Source: an optimization exercise on an open RTL-to-GDS flow (aim: small area and a short achievable clock period). Production flows keep margins and buffers that such runs may drop. At most, simulation tests tie the RTL to the original design; equivalence was not proved. No driver is modelled on the clock port, so clocking that relies on it looks cheaper here than on a real chip.

== run A ==
// prng
module prng (
    input logic [31:0] seed,
    output logic [31:0] rand_num,
    input logic clk,
    input logic rst
);
Size: ~470 cells after synthesis.
Settings: LEC_CHECK=0, CAP_MARGIN=20, CORE_MARGIN=2, CORE_UTILIZATION=60, SETUP_SLACK_MARGIN=3.2, SLEW_MARGIN=20, SYNTH_HIERARCHICAL=1; clock period 7.0 ns.
standard.sh (not shown) runs the stock make flow with config.mk's settings and CLKGATE_MAP_FILE= SYNTH_SCRIPT=/design/flow/synth_recipe.tcl, a recipe that flattens the netlist after the stock synthesis.
==> flow/flow/run.sh <==
#!/bin/bash
# Standard layout, but with the smallest buffer on each port.
cp standard.sh standard_copy.txt
export BUFFER_PORTS_ARGS="-buffer_cell sky130_fd_sc_hd__buf_1"
bash standard.sh > standard.log 2>&1
> inputs changed (run A -> run B)
Settings: SETUP_SLACK_MARGIN changed from 3.2 to 2.2.
Notes after the runs:
Diff run A -> run B: largest net degree at the start of global routing up 15%; utilization now sits lower.
[compare] base=run A new=run B: data-path buffer share of cell area in the final layout lost 4.4 points, via count lower, final RePlAce weighted congestion fell by 2.6%.
Worst setup margin in run B is 0.31 ns below run A.
Going from run A to run B, the fraction of met2 tracks used by global routing was found to have gone down by 7.8 points.
Against run A, run B comes in 61 higher on number of DRC markers in iteration 0.
The run with more routed wire is run A, not run B.
The inputs of run C differ from those of run B as listed below.
Settings: SETUP_SLACK_MARGIN now 2.5, was 2.2; PLACE_DENSITY now 0.8, previously not set.
==> comparison <==
On register-to-register slack: between run B and run C, it ends up lower for run B. Run C — detailed route wirelength on metal3 25% higher, run B as reference. The clock skew after layout number comes out higher for run C vs run B. Both conditions hold for run C: the flow ran to the end and the final layout passed the timing, DRC and antenna checks. Relative to run B, the fraction of standard cell area in multi-input logic of run C is lower by 4.6 points. Lower final design instance area without fill goes to run B over run C.
## Diff of input files: run D against run C
Settings: PLACE_DENSITY removed (was 0.8); SETUP_SLACK_MARGIN changed from 2.5 to 2.0; CORE_UTILIZATION changed from 60 to 50.
Compared with run C, run D shows a lower layout overhead on the synthesized area.
Total track usage ends up lower on run D.
Looking at tapcell count, run D sits about 7.5% higher than run C does.
The final non-filler cell area in run D sits about 10% below the value recorded for run C.
Relative to run C, number of nets in the layout has decreased by 76 in run D.
On wire length reported by the detailed router, run D does better than run C.
Cells: run D has fewer instances than run C


Setup of main:
prng, a different RTL version from the one above (not shown whole).
For scale: about 64 flip-flops, about 66 I/O pins.
make LEC_CHECK=0 CAP_MARGIN=20 CORE_MARGIN=2 CORE_UTILIZATION=60 SETUP_SLACK_MARGIN=3.5 SLEW_MARGIN=20 SYNTH_HIERARCHICAL=1 finish   # period 7.0 ns
run.sh (not shown) runs the stock make flow with config.mk's settings and CLKGATE_MAP_FILE= SYNTH_SCRIPT=/design/flow/synth_recipe.tcl, a recipe that flattens the netlist after the stock synthesis.
Stock flow here: none of the scripts above is used.
#### Input delta (the feature branch over main)
Settings: SETUP_SLACK_MARGIN: 3.5 -> 1.5; CORE_UTILIZATION: 60 -> 40.
==> run notes <==
- Taking the feature branch over main, the first-iteration DRC count ratio works out to 0.60.
- Summary of the feature branch over main: clock latency of the later-clocked register in the worst-skew pair held steady; number of pins with negative max-slew slack in the final report held steady; pre-CTS setup slack shrank by 0.70 ns.
- Against main, the feature branch comes in 20 points lower on effective utilization at floorplan.
- The feature branch vs. main: post-DP HPWL saw an increase, routed wire length saw a decrease, total placed cells including tap cells saw an increase.
No functional check of the RTL was part of any run of this note.


Another version of the RTL of prng (not shown whole).
For scale: roughly 470 cells after synthesis, about 66 I/O pins.
clock: 7.0 ns
lec_check: 0
cap_margin: 20
core_margin: 2
core_utilization: 50
cts_buf_list: sky130_fd_sc_hd__clkbuf_4 sky130_fd_sc_hd__clkbuf_8
setup_slack_margin: 2.8
slew_margin: 20
synth_hierarchical: 1
standard.sh (not shown) runs the stock make flow with config.mk's settings and CLKGATE_MAP_FILE= SYNTH_SCRIPT=/design/flow/synth_recipe.tcl, a recipe that flattens the netlist after the stock synthesis.
==> flow/flow/run.sh <==
#!/bin/bash
# Standard layout with two changes: the smallest buffer on each port, and
# useful clock skew between registers after clock tree synthesis (skew.tcl).
export BUFFER_PORTS_ARGS="-buffer_cell sky130_fd_sc_hd__buf_1"
export POST_CTS_TCL="$PWD/flow/skew.tcl"
export SKIP_CTS_REPAIR_TIMING=1
bash standard.sh > standard.log 2>&1
==> flow/flow/skew.py <==
#!/usr/bin/env python3
"""Plan a later clock arrival for registers (useful skew).

usage: skew.py PATHS PERIOD

PATHS holds lines "kind from to slack" as skew.tcl writes them. A delay D[r]
(>= 0) on register r's clock changes a register-to-register path s->e by
D[s] - D[e]. The plan finds the smallest period T such that:
  setup   (PERIOD - slack) + D[s] - D[e] <= T      for register pairs
  hold    slack + D[s] - D[e] >= HOLD_MARGIN
  output  (PERIOD - slack) + D[s] <= T            (the skew may only hurt)
  input   (PERIOD - slack) <= T                   (no gain from the skew)
  D[r] <= DMAX
and prints, for each register that needs a delay, a chain of delay cells.
"""
import sys

DMAX = 1.2
HOLD_MARGIN = 0.3
LEVEL_COST = 0.15
# cells and the delay each adds in front of one register's clock pin (ns)
CELLS = [
    ('sky130_fd_sc_hd__clkbuf_1', 0.09, 3.75),
    ('sky130_fd_sc_hd__dlygate4sd1_1', 0.20, 8.76),
    ('sky130_fd_sc_hd__clkdlybuf4s50_1', 0.46, 10.01),
]

path_file, period = sys.argv[1], float(sys.argv[2])
setup, hold, outp, inp, inhold = {}, {}, {}, {}, {}
regs = set()
for line in open(path_file):
    f = line.split()
    if len(f) != 4:
        continue
    kind, s, e, sl = f[0], f[1], f[2], float(f[3])
    if kind == 'max':
        setup[(s, e)] = min(setup.get((s, e), 1e9), sl)
        regs.update((s, e))
    elif kind == 'min':
        hold[(s, e)] = min(hold.get((s, e), 1e9), sl)
        regs.update((s, e))
    elif kind == 'outmax':
        outp[s] = min(outp.get(s, 1e9), sl)
        regs.add(s)
    elif kind == 'inmax':
        inp[e] = min(inp.get(e, 1e9), sl)
        regs.add(e)
    elif kind == 'inmin':
        inhold[e] = min(inhold.get(e, 1e9), sl)
        regs.add(e)
regs = sorted(regs)
idx = {r: i + 1 for i, r in enumerate(regs)}


def solve(T):
    # difference constraints x[b] >= x[a] + w as edges (a, b, w); longest path
    edges = []
    for r in regs:
        ub = DMAX
        if r in inhold:
            ub = min(ub, max(0.0, inhold[r] - HOLD_MARGIN))
        if r in outp:
            ub = min(ub, T - (period - outp[r]))
        if ub < 0:
            return None
        edges.append((0, idx[r], 0.0))
        edges.append((idx[r], 0, -ub))
    for (s, e), sl in setup.items():
        d = period - sl
        if s == e:
            if d > T:
                return None
            continue
        edges.append((idx[s], idx[e], d - T))
    for (s, e), sl in hold.items():
        if s == e:
            continue
        # D[e] - D[s] <= sl - margin
        edges.append((idx[e], idx[s], -max(0.0, sl - HOLD_MARGIN)))
    for e, sl in inp.items():
        if period - sl > T:
            return None
    n = len(regs) + 1
    x = [0.0] + [-1e18] * (n - 1)
    for it in range(n + 1):
        changed = False
        for a, b, w in edges:
            if x[a] > -1e17 and x[a] + w > x[b] + 1e-9:
                x[b] = x[a] + w
                changed = True
        if not changed:
            return {r: x[idx[r]] for r in regs}
        if x[0] > 1e-9:
            return None
    return None


t0 = max([period - sl for sl in setup.values()] + [period - sl for sl in inp.values()]
         + [period - sl for sl in outp.values()])
lo, hi = 0.0, t0
if solve(hi) is None:
    print(f'# no skew plan (T0 {t0:.3f})')
    sys.exit(0)
for _ in range(40):
    m = (lo + hi) / 2
    if solve(m) is None:
        lo = m
    else:
        hi = m
T = hi
D = solve(T)
print(f'# period without skew {t0:.3f}, with skew {T:.3f}')


CELL_D = {c[0]: c[1] for c in CELLS}


def chain(delta):
    # fewest-area chain of cells whose delay is closest to delta
    best = None
    for a in range(0, 4):
        for b in range(0, 4):
            for c in range(0, 4):
                if a + b + c == 0 or a + b + c > 4:
                    continue
                n = (a, b, c)
                d = sum(k * cell[1] for k, cell in zip(n, CELLS))
                area = sum(k * cell[2] for k, cell in zip(n, CELLS))
                cost = abs(d - delta) + 0.004 * area
                if best is None or cost < best[0]:
                    best = (cost, n)
    out = []
    for k, cell in zip(best[1], CELLS):
        out += [cell[0]] * k
    return out


# Shared delays: the registers are put on a few levels; level k is reached
# through a cascade of delay stages, each stage driving the registers of its
# level and the next stage.
need = sorted((D[r], r) for r in regs if D[r] >= 0.06)
if not need:
    sys.exit(0)
vals = [v for v, _ in need]


def levels_for(k):
    # 1-D k-means on the wanted delays
    cent = [vals[int((i + 0.5) * len(vals) / k)] for i in range(k)]
    for _ in range(50):
        groups = [[] for _ in cent]
        for v in vals:
            groups[min(range(k), key=lambda i: abs(v - cent[i]))].append(v)
        cent = [sum(g) / len(g) if g else c for g, c in zip(groups, cent)]
    err = sum(min(abs(v - c) for c in cent) for v in vals)
    return sorted(cent), err


best = None
for k in range(1, 7):
    cent, err = levels_for(k)
    cost = err + LEVEL_COST * k
    if best is None or cost < best[0]:
        best = (cost, cent)
cent = best[1]
prev = 0.0
real = 0.0
lev_of = {r: min(range(len(cent)), key=lambda i: abs(v - cent[i])) + 1 for v, r in need}
for k, c in enumerate(cent, 1):
    # each stage ends in a stronger buffer that drives its registers and the
    # next stage
    nload = sum(1 for r in lev_of if lev_of[r] == k) + (1 if k < len(cent) else 0)
    driver = ('sky130_fd_sc_hd__clkbuf_8', 0.12) if nload > 3 else ('sky130_fd_sc_hd__clkbuf_4', 0.12)
    rest = c - real - driver[1]
    cells = chain(rest) if rest > 0.05 else []
    cells.append(driver[0])
    real += sum(CELL_D.get(x, driver[1]) for x in cells)
    print('stage', k, f'{c:.3f}', ' '.join(cells))
for v, r in need:
    print('level', r, lev_of[r], f'{v:.3f}')
Other scripts of this flow, unchanged in this note and not shown: flow/flow/skew.tcl
Then changed:
==> flow/flow/run.sh (replaced) <==
#!/bin/bash
# Standard layout with two changes: the smallest buffer on each port, and
# useful clock skew between registers after clock tree synthesis (skew.tcl).
# Clock tree synthesis adds no dummy loads.
export BUFFER_PORTS_ARGS="-buffer_cell sky130_fd_sc_hd__buf_1"
export POST_CTS_TCL="$PWD/flow/skew.tcl"
export SKIP_CTS_REPAIR_TIMING=1
# clock tree: no dummy loads for balancing (the skew step sets the arrivals)
export CTS_ARGS="-sink_clustering_enable -repair_clock_nets -dont_use_dummy_load -buf_list {sky130_fd_sc_hd__clkbuf_4 sky130_fd_sc_hd__clkbuf_8}"
bash standard.sh > standard.log 2>&1
--- a/flow/flow/skew.py
+++ b/flow/flow/skew.py
@@ -16,6 +16,6 @@
 import sys
 
-DMAX = 1.2
-HOLD_MARGIN = 0.3
+DMAX = 1.5
+HOLD_MARGIN = 0.0
 LEVEL_COST = 0.15
 # cells and the delay each adds in front of one register's clock pin (ns)
HOLD_SLACK_MARGIN = 0.1   (was not set)
SETUP_SLACK_MARGIN = 3.5   (was 2.8)
After rerunning:
- The new run ran to the end with no violations
- cell area increases by about 7%
- worst setup slack improves by 0.43 ns
- wire length increases by about 6.5%
- synthesized cell count does not change
- global-route usage increases by 1.1 points
- cell count went up by 4.2%
- first-iteration DRC count fell by about 19%
- register-to-register slack is better by 0.43 ns
- core utilization increases by 3.9 points
Then changed:
--- a/flow/flow/run.sh
+++ b/flow/flow/run.sh
@@ -7,4 +7,4 @@
 export SKIP_CTS_REPAIR_TIMING=1
 # clock tree: no dummy loads for balancing (the skew step sets the arrivals)
-export CTS_ARGS="-sink_clustering_enable -repair_clock_nets -dont_use_dummy_load -buf_list {sky130_fd_sc_hd__clkbuf_4 sky130_fd_sc_hd__clkbuf_8}"
+export CTS_ARGS="-sink_clustering_enable -repair_clock_nets -dont_use_dummy_load -sink_clustering_size 24 -sink_clustering_max_diameter 120 -buf_list {sky130_fd_sc_hd__clkbuf_4 sky130_fd_sc_hd__clkbuf_8}"
 bash standard.sh > standard.log 2>&1
SETUP_SLACK_MARGIN = 3.3   (was 3.5)
Outcome: Clock skew came out lower by 0.091 ns. Synthesized cell count stays the same. Global-route usage came out lower by 0.72 points. Design area came out lower by about 3%.
Then changed:
--- a/flow/flow/run.sh
+++ b/flow/flow/run.sh
@@ -7,4 +7,4 @@
 export SKIP_CTS_REPAIR_TIMING=1
 # clock tree: no dummy loads for balancing (the skew step sets the arrivals)
-export CTS_ARGS="-sink_clustering_enable -repair_clock_nets -dont_use_dummy_load -sink_clustering_size 24 -sink_clustering_max_diameter 120 -buf_list {sky130_fd_sc_hd__clkbuf_4 sky130_fd_sc_hd__clkbuf_8}"
+export CTS_ARGS="-sink_clustering_enable -repair_clock_nets -dont_use_dummy_load -buf_list {sky130_fd_sc_hd__clkbuf_4 sky130_fd_sc_hd__clkbuf_8}"
 bash standard.sh > standard.log 2>&1
CORE_UTILIZATION = 45   (was 50)
The new run completed without violations.
Clock skew hardly moves.
Via count hardly moves.
Routed wire length rises by 5.0%.
Final cell count rises by 4.1%.
Die area rises by 11%.
Sequential share of layout area barely changes.
Worst setup slack got worse by 0.089 ns.
Global-route usage falls by 1.5 points.
Final area hardly moves.
First-iteration DRC count falls by about 0.9%.
Then changed:
--- a/flow/flow/skew.py
+++ b/flow/flow/skew.py
@@ -18,5 +18,5 @@
 DMAX = 1.5
 HOLD_MARGIN = 0.0
-LEVEL_COST = 0.15
+LEVEL_COST = 0.07
 # cells and the delay each adds in front of one register's clock pin (ns)
 CELLS = [
CORE_UTILIZATION = 50   (was 45)
Outcome: Hold slack improves by 0.094 ns. Wire length decreases by 4.2%.
Then changed:
--- a/flow/flow/skew.py
+++ b/flow/flow/skew.py
@@ -18,5 +18,5 @@
 DMAX = 1.5
 HOLD_MARGIN = 0.0
-LEVEL_COST = 0.07
+LEVEL_COST = 0.15
 # cells and the delay each adds in front of one register's clock pin (ns)
 CELLS = [
CORE_UTILIZATION = 55   (was 50)
Effect:
- critical path depth goes up by 5
- design area goes down by 0.64%
- core utilization goes up by 6.0 points
- fmax goes up by 1.1%
- wire length goes up by 1.9%
- first-iteration DRC count goes down by 39%
- die area goes down by 8.8%

static timing again, ports no longer ideal:
The results above use ideal ports. As a check the final layouts listed here were re-extracted and re-timed, cells and wires unchanged. Step 1 assumes that a clkbuf_16 drives the clock port and a buf_2 every other input. Step 2, shift: input delay + t, output delay - t, t = (earliest + latest rising clock arrival at the registers) / 2. This alone moves slack from input paths to output paths. Three values: ideal, step 1, step 2; two values: the first two.
run | t, ns | setup WS [ns] | hold WS [ns] | clock arrival spread, ns | worst register clock-pin slew, ns | pins driven straight from the clock port
run A | 0.409 | 2.700 / 2.700 / 2.700 | 0.334 / 0.334 / 0.334 | 0.010 / 0.010 | 0.08 / 0.08 | 1
run B | 0.393 | 2.386 / 2.386 / 2.386 | 0.332 / 0.332 / 0.332 | 0.009 / 0.009 | 0.08 / 0.08 | 1
run C | 0.400 | 2.511 / 2.511 / 2.511 | 0.337 / 0.337 / 0.337 | 0.012 / 0.013 | 0.09 / 0.09 | 1
run D | 0.378 | 2.165 / 2.165 / 2.165 | 0.331 / 0.331 / 0.331 | 0.008 / 0.007 | 0.06 / 0.06 | 1
main | 0.391 | 2.704 / 2.704 / 2.704 | 0.352 / 0.352 / 0.352 | 0.013 / 0.013 | 0.08 / 0.08 | 1
the feature branch | 0.389 | 1.747 / 1.747 / 1.747 | 0.326 / 0.326 / 0.326 | 0.008 / 0.008 | 0.06 / 0.06 | 1
the first run of note 3 | 0.870 | 3.072 / 3.072 / 3.072 | 0.259 / 0.248 / 0.300 | 1.000 / 1.000 | 0.08 / 0.08 | 1
the second run of note 3 | 1.081 | 3.498 / 3.498 / 3.498 | 0.157 / 0.157 / 0.157 | 1.415 / 1.415 | 0.08 / 0.08 | 1
the third run of note 3 | 1.043 | 3.438 / 3.438 / 3.438 | 0.117 / 0.117 / 0.117 | 1.324 / 1.325 | 0.08 / 0.08 | 1
the fourth run of note 3 | 1.044 | 3.349 / 3.349 / 3.349 | 0.150 / 0.150 / 0.150 | 1.329 / 1.328 | 0.10 / 0.10 | 1
the fifth run of note 3 | 1.089 | 3.386 / 3.386 / 3.386 | 0.244 / 0.241 / 0.244 | 1.418 / 1.418 | 0.08 / 0.08 | 1
the sixth run of note 3 | 1.056 | 3.424 / 3.424 / 3.424 | 0.104 / 0.104 / 0.104 | 1.400 / 1.400 | 0.08 / 0.08 | 1
Clock arrivals are far apart in 6 of these runs, so t is only a midpoint there and step 2 fits no single register.
